This is an optimization exercise on Yosys and OpenROAD, whose aim is small area, not a production implementation.
In this exercise RTL edits were held to simulation tests only and were not proved equivalent to the original.
Power is estimated from default activity; no workload was simulated.

==> 09-08: inputs <==
==> flow/design.v (excerpt) <==
module miniCPU (
    input [17:0] switches,
    input ligar,
    input enviar,
    input clk,
    input rst_n,
    output [7:0] LCD_DATA,
    output LCD_RS,
    output LCD_RW,
    output LCD_EN,
    output LCD_ON,
    output LCD_BLON
);
    wire [2:0] opcode = switches[17:15];
    wire [3:0] reg_dest = switches[14:11];
    wire [3:0] reg_input1 = switches[10:7];
    wire [3:0] reg_input2 = switches[6:3];
    wire signal = switches[6];
    wire [15:0] imm_ones = {{10{signal}}, switches[5:0] ^ {6{signal}}};
    localparam [2:0] LOAD = 3'b000, ADD = 3'b001, ADDI = 3'b010, SUB = 3'b011,
                     SUBI = 3'b100, MUL = 3'b101, CLEAR = 3'b110, DISPLAY = 3'b111;
    localparam [2:0] IDLE = 3'b000, EXECUTE = 3'b001, WRITE = 3'b010, WAIT_MORE = 3'b011,
                     W1_NONE = 3'b100, W1_WRITE = 3'b101, W1_CLEAR = 3'b110;
    localparam [1:0] SEL_ADD = 2'b00, SEL_SUB = 2'b01, SEL_MUL = 2'b10, SEL_PASS = 2'b11;
    reg [2:0] state;
    wire lcd_start_signal = state[2];
    wire write_enable = state[2] & state[0];
    wire soft_reset = state[2] & state[1];
    reg [15:0] work;
    reg [1:0] alu_selector;
    wire [15:0] mem_read_data;
    wire [15:0] alu_result;
    reg ligar_high;
    always @(posedge clk or negedge ligar)
        if (~ligar) ligar_high <= 1'b0;
        else ligar_high <= 1'b1;
    wire memory_clear = ~ligar_high | soft_reset;
    wire executing = (state == EXECUTE);
    wire writing = (state == WRITE);
    wire [3:0] read_addr = executing ? reg_input2 : reg_input1;
    memoryCPU Memo (
        .clock(clk),
        .clear(memory_clear),
        .regWrite(write_enable),
        .write_reg_addr(reg_dest),
        .write_data(work),
        .read_reg_addr(read_addr),
        .read_data(mem_read_data)
    );
    wire op_rr = (opcode == ADD) | (opcode == SUB);
    wire w_load = (opcode == LOAD);
    wire w_pass = (opcode == DISPLAY) | (alu_selector == SEL_PASS);
    wire w_op = ~w_load & ~w_pass;
    wire cpu_alu = executing | writing;
    wire ext = ~cpu_alu;
  ...
==> module aluCPU, before the edit <==
module aluCPU(
    input [15:0] data1,
    input [15:0] data2,
    input [15:0] imm,
    input imm_cin,
    input pass,
    input use_imm,
    input add,
    input sub,
    input mul,
    output [15:0] result
);
    wire [15:0] r0 = data1 & {16{pass | add | sub | (mul & data2[0])}};
    wire [15:0] r1 = (imm & {16{use_imm}})
                   | ((data2 ^ {16{sub}}) & {16{add | sub}})
                   | ({data1[14:0], 1'b0} & {16{mul & data2[1]}});
    wire [15:0] r2 = {data1[13:0], 2'b0} & {16{mul & data2[2]}};
    wire [15:0] r3 = {data1[12:0], 3'b0} & {16{mul & data2[3]}};
    wire [15:0] r4 = {data1[11:0], 4'b0} & {16{mul & data2[4]}};
    wire [15:0] r5 = {data1[10:0], 5'b0} & {16{mul & data2[5]}};
    wire neg = mul & data2[6];
    wire [15:0] r6 = {~data1[9:0] & {10{neg}}, 6'b0};
    wire [15:0] r7 = {9'd0, neg, 6'd0};
    wire cin = sub | (use_imm & imm_cin);    
    function [31:0] csa_n(input [15:0] a, input [15:0] b, input [15:0] c);
        reg [15:0] s, k;
        begin
            s = a ^ b ^ c;
            k = (a & b) | (a & c) | (b & c);
            csa_n = {k[14:0], 1'b1, s};
        end
    endfunction
    wire [31:0] l1a = csa_n(~r0, ~r1, ~r2);
    wire [31:0] l1b = csa_n(~r3, ~r4, ~r5);
    wire [31:0] l2a = csa_n(l1a[15:0], l1a[31:16], l1b[15:0]);
    wire [31:0] l2b = csa_n(l1b[31:16], ~r6, ~r7);
    wire [31:0] l3 = csa_n(l2a[15:0], l2a[31:16], l2b[15:0]);
    wire [31:0] l4 = csa_n(l3[15:0], l3[31:16], l2b[31:16]);
    wire [15:0] x = l4[15:0], y = l4[31:16];
    wire [15:0] result_n;
    wire [16:0] c;
    assign c[0] = ~cin;
    genvar g;
    generate
        for (g = 0; g < 16; g = g + 1) begin : rca
            assign result_n[g] = x[g] ^ y[g] ^ c[g];
            assign c[g+1] = (x[g] & y[g]) | (x[g] & c[g]) | (y[g] & c[g]);
        end
    endgenerate
    assign result = ~result_n;
endmodule
Settings: LEC_CHECK=0, ABC_AREA=1, CAP_MARGIN=20, CORE_MARGIN=2, CORE_UTILIZATION=60, SLEW_MARGIN=20; clock period 20.0 ns.
standard.sh (not shown) runs the stock make flow with config.mk's settings and CLKGATE_MAP_FILE= SYNTH_SCRIPT=/design/flow/synth_recipe.tcl, a recipe that flattens the netlist after the stock synthesis.
==> flow/flow/run.sh <==
#!/bin/bash
# Standard synthesis, then a stronger ABC area pass over the combinational
# logic only (flip-flops, full adders and tie cells are kept as they are, with
# their names), a larger drive strength for the drivers of high-fanout nets,
# then the standard layout from that netlist with the extra
# make settings in flow/params.sh (clock-tree and port-buffer options).
set -euo pipefail
WORK=$(pwd)
R=$WORK/orfs/results/${FLOW_PLATFORM}/miniCPU/base
LIB=$FLOW_HOME/platforms/${FLOW_PLATFORM}/lib/sky130_fd_sc_hd__tt_025C_1v80.lib
source "$WORK/flow/params.sh"

bash standard.sh synth > synth_standard.log 2>&1
cp "$R/1_2_yosys.v" "$WORK/1_2_yosys.standard.v"

DU=$(sed -n '/DONT_USE_CELLS/,/^$/p' "$FLOW_HOME/platforms/${FLOW_PLATFORM}/config.mk" | tr -d '\\' \
     | grep -o 'sky130_fd_sc_hd__[a-z0-9_]*' | sed 's/^/-dont_use /' | tr '\n' ' ')
cp "$WORK/flow/reopt.abc" "$WORK/reopt.abc"
cat > "$WORK/reopt.ys" <<EOY
read_liberty -wb -ignore_miss_func $LIB
read_verilog $WORK/1_2_yosys.standard.v
hierarchy -top $FLOW_TOP
blackbox =sky130_fd_sc_hd__*df* =sky130_fd_sc_hd__fa_* =sky130_fd_sc_hd__conb_*
flatten -wb
opt_clean
abc -liberty $LIB $DU -script $WORK/reopt.abc
opt_clean -purge
read_liberty -lib -overwrite $LIB
hierarchy -top $FLOW_TOP
splitnets
opt_clean -purge
hilomap -singleton -hicell sky130_fd_sc_hd__conb_1 HI -locell sky130_fd_sc_hd__conb_1 LO
insbuf -buf sky130_fd_sc_hd__buf_1 A X
opt_clean -purge
check -assert -mapped
stat -liberty $LIB
write_verilog -noattr -nohex -nodec $WORK/1_2_yosys.reopt.v
EOY
yosys -s "$WORK/reopt.ys" > reopt.log 2>&1
python3 "$WORK/flow/upsize.py" "$LIB" "$WORK/1_2_yosys.reopt.v" "$WORK/1_2_yosys.upsized.v" 14 $DU > upsize.log 2>&1
cp "$WORK/1_2_yosys.upsized.v" "$R/1_2_yosys.v"
rm -f "$R/1_synth.odb" "$R/1_synth.sdc"
bash standard.sh "${LAYOUT_VARS[@]}" finish > layout.log 2>&1
==> flow/flow/params.sh <==
# extra make settings for the layout steps
LAYOUT_VARS=(
  "CTS_ARGS=-sink_clustering_enable -repair_clock_nets -dont_use_dummy_load -sink_clustering_size 30 -sink_clustering_max_diameter 105"
  "BUFFER_PORTS_ARGS=-buffer_cell sky130_fd_sc_hd__buf_1"
)
Other scripts of this flow, unchanged in this note and not shown: flow/flow/reopt.abc, flow/flow/upsize.py
==> 11-12: changes against 09-08 <==
==> flow/flow/params.sh (replaced) <==
# extra make settings for the layout steps
LAYOUT_VARS=(
  "CTS_ARGS=-sink_clustering_enable -repair_clock_nets -dont_use_dummy_load -sink_clustering_size 16 -sink_clustering_max_diameter 60 -buf_list sky130_fd_sc_hd__clkbuf_8"
  "BUFFER_PORTS_ARGS=-buffer_cell sky130_fd_sc_hd__buf_1"
)
--- a/flow/config.mk
+++ b/flow/config.mk
@@ -9,4 +9,5 @@
 export CAP_MARGIN = 20
 export CORE_MARGIN = 2
 export CORE_UTILIZATION = 60
+export PLACE_DENSITY = 0.92
 export SLEW_MARGIN = 20
==> 09-13: changes against 09-08 <==
--- a/flow/design.v
+++ b/flow/design.v
@@ -20,8 +20,7 @@
     wire [15:0] r5 = {data1[10:0], 5'b0} & {16{mul & data2[5]}};
     wire neg = mul & data2[6];
     wire [15:0] r6 = {~data1[9:0] & {10{neg}}, 6'b0};
-    wire [15:0] r7 = {9'd0, neg, 6'd0};
-    wire cin = sub | (use_imm & imm_cin);    
+    wire [15:0] r7 = {9'd0, neg, 5'd0, sub | (use_imm & imm_cin)};
     function [31:0] csa_n(input [15:0] a, input [15:0] b, input [15:0] c);
         reg [15:0] s, k;
         begin
@@ -39,7 +38,7 @@
     wire [15:0] x = l4[15:0], y = l4[31:16];
     wire [15:0] result_n;
     wire [16:0] c;
-    assign c[0] = ~cin;
+    assign c[0] = 1'b1;
     genvar g;
     generate
         for (g = 0; g < 16; g = g + 1) begin : rca
==> flow/flow/params.sh (replaced) <==
# extra make settings for the layout steps
LAYOUT_VARS=(
  "CTS_ARGS=-sink_clustering_enable -repair_clock_nets -dont_use_dummy_load -sink_clustering_size 28 -sink_clustering_max_diameter 100"
  "BUFFER_PORTS_ARGS=-buffer_cell sky130_fd_sc_hd__buf_1"
)
--- a/flow/config.mk
+++ b/flow/config.mk
@@ -8,5 +8,5 @@
 export ABC_AREA = 1
 export CAP_MARGIN = 20
 export CORE_MARGIN = 2
-export CORE_UTILIZATION = 60
+export CORE_UTILIZATION = 55
 export SLEW_MARGIN = 20
==> comparison <==
Between 09-13 and 11-12, the lower utilization is in 09-13 (gap 5.5 points). In 09-13 the synthesized area is larger than in 11-12, by 0.31%. Sequential power is about the same in 09-08 and 11-12. Between 11-12 and 09-13, the lower setup slack is in 11-12 (gap 830 ps). Against 09-08, the clock power of 09-13 is higher by about 4%. Sequential cell count is the same in 09-13 and 11-12. In synthesized cell count, 11-12 and 09-08 do not differ. In 11-12 the non-clock buffer count is lower than in 09-13, by 5. Sequential share of layout area: 11-12 is higher than 09-13 (0.51 points). Critical path depth: 09-13 is higher than 11-12 (4).
==> figures <==
PwrDens: 11-12 201 nW/um^2; 09-13 200 nW/um^2; 09-08 200 nW/um^2
Largest stage delay, worst path: 11-12 960 ps; 09-13 910 ps; 09-08 680 ps
Synth Area per Inst: 11-12 11.2 um^2; 09-13 11.1 um^2; 09-08 11.2 um^2
Maximum number of pins on one net before global-route repair: 11-12 38; 09-13 37; 09-08 38
Cell internal pwr: 11-12 1680 uW; 09-13 1710 uW; 09-08 1710 uW
Clock transition at the registers of the reported paths: 11-12 100 ps; 09-13 110 ps; 09-08 120 ps
Instance count of the mapped netlist: 11-12 1253; 09-13 1260; 09-08 1253
Pwr Total: 11-12 3020 uW; 09-13 3040 uW; 09-08 3020 uW
Setup Skew: 11-12 91.5 ps; 09-13 55.8 ps; 09-08 47.2 ps
Overall fraction of global-route tracks in use: 11-12 0.336; 09-13 0.329; 09-08 0.350
Total wire length after detailed routing: 11-12 41300 um; 09-13 43600 um; 09-08 42400 um
Share of total power in combinational logic: 11-12 0.524; 09-13 0.518; 09-08 0.521
Cells after DPL: 11-12 1618; 09-13 1647; 09-08 1627
Highest Clock Rate: 11-12 64.3 MHz; 09-13 67.9 MHz; 09-08 67.2 MHz
Clock latency at the later pin of the worst-skew pair: 11-12 610 ps; 09-13 510 ps; 09-08 520 ps
Area of the multi-input gates: 11-12 6580 um^2; 09-13 6610 um^2; 09-08 6580 um^2
Leakage component of the power: 11-12 0.00535 uW; 09-13 0.00536 uW; 09-08 0.00541 uW
Count of multi-input combinational gates: 11-12 866; 09-13 865; 09-08 866
Die boundary width: 11-12 157 um; 09-13 164 um; 09-08 157 um
Instance count on the critical path: 11-12 35; 09-13 39; 09-08 34
GP Congestion: 11-12 0.962; 09-13 0.931; 09-08 0.891
Result of the run: 11-12 timing/DRC/antenna clean; 09-13 timing/DRC/antenna clean; 09-08 timing/DRC/antenna clean

## re-timing with driven ports
The flow's constraints put no driver on any port. The routed layouts listed below were extracted and timed again, unchanged, in two steps.
Step 1, drivers: a clkbuf_16 drives clk and a buf_2 each remaining input, both assumed.
Step 2 also shifts input and output timing later by t, the mid clock arrival at the registers, as if the neighbouring blocks saw the same clock.
Three values: ideal ports, drivers, drivers and shift; two values: the first two.
run | shift t [ns] | setup slack, ns | clock arrival spread, ns | worst data-port slew with drivers (ns)
09-08 | 0.548 | 5.113 / 5.128 / 4.579 | 0.049 / 0.049 | 0.04
11-12 | 0.602 | 4.450 / 4.470 / 3.868 | 0.092 / 0.092 | 0.03
09-13 | 0.537 | 5.282 / 5.304 / 4.767 | 0.056 / 0.056 | 0.06
After both steps every run listed still meets setup and hold. For 11-12, which loses most, drivers alone change the setup slack by +0.020 ns; drivers and shift together by -0.582 ns.
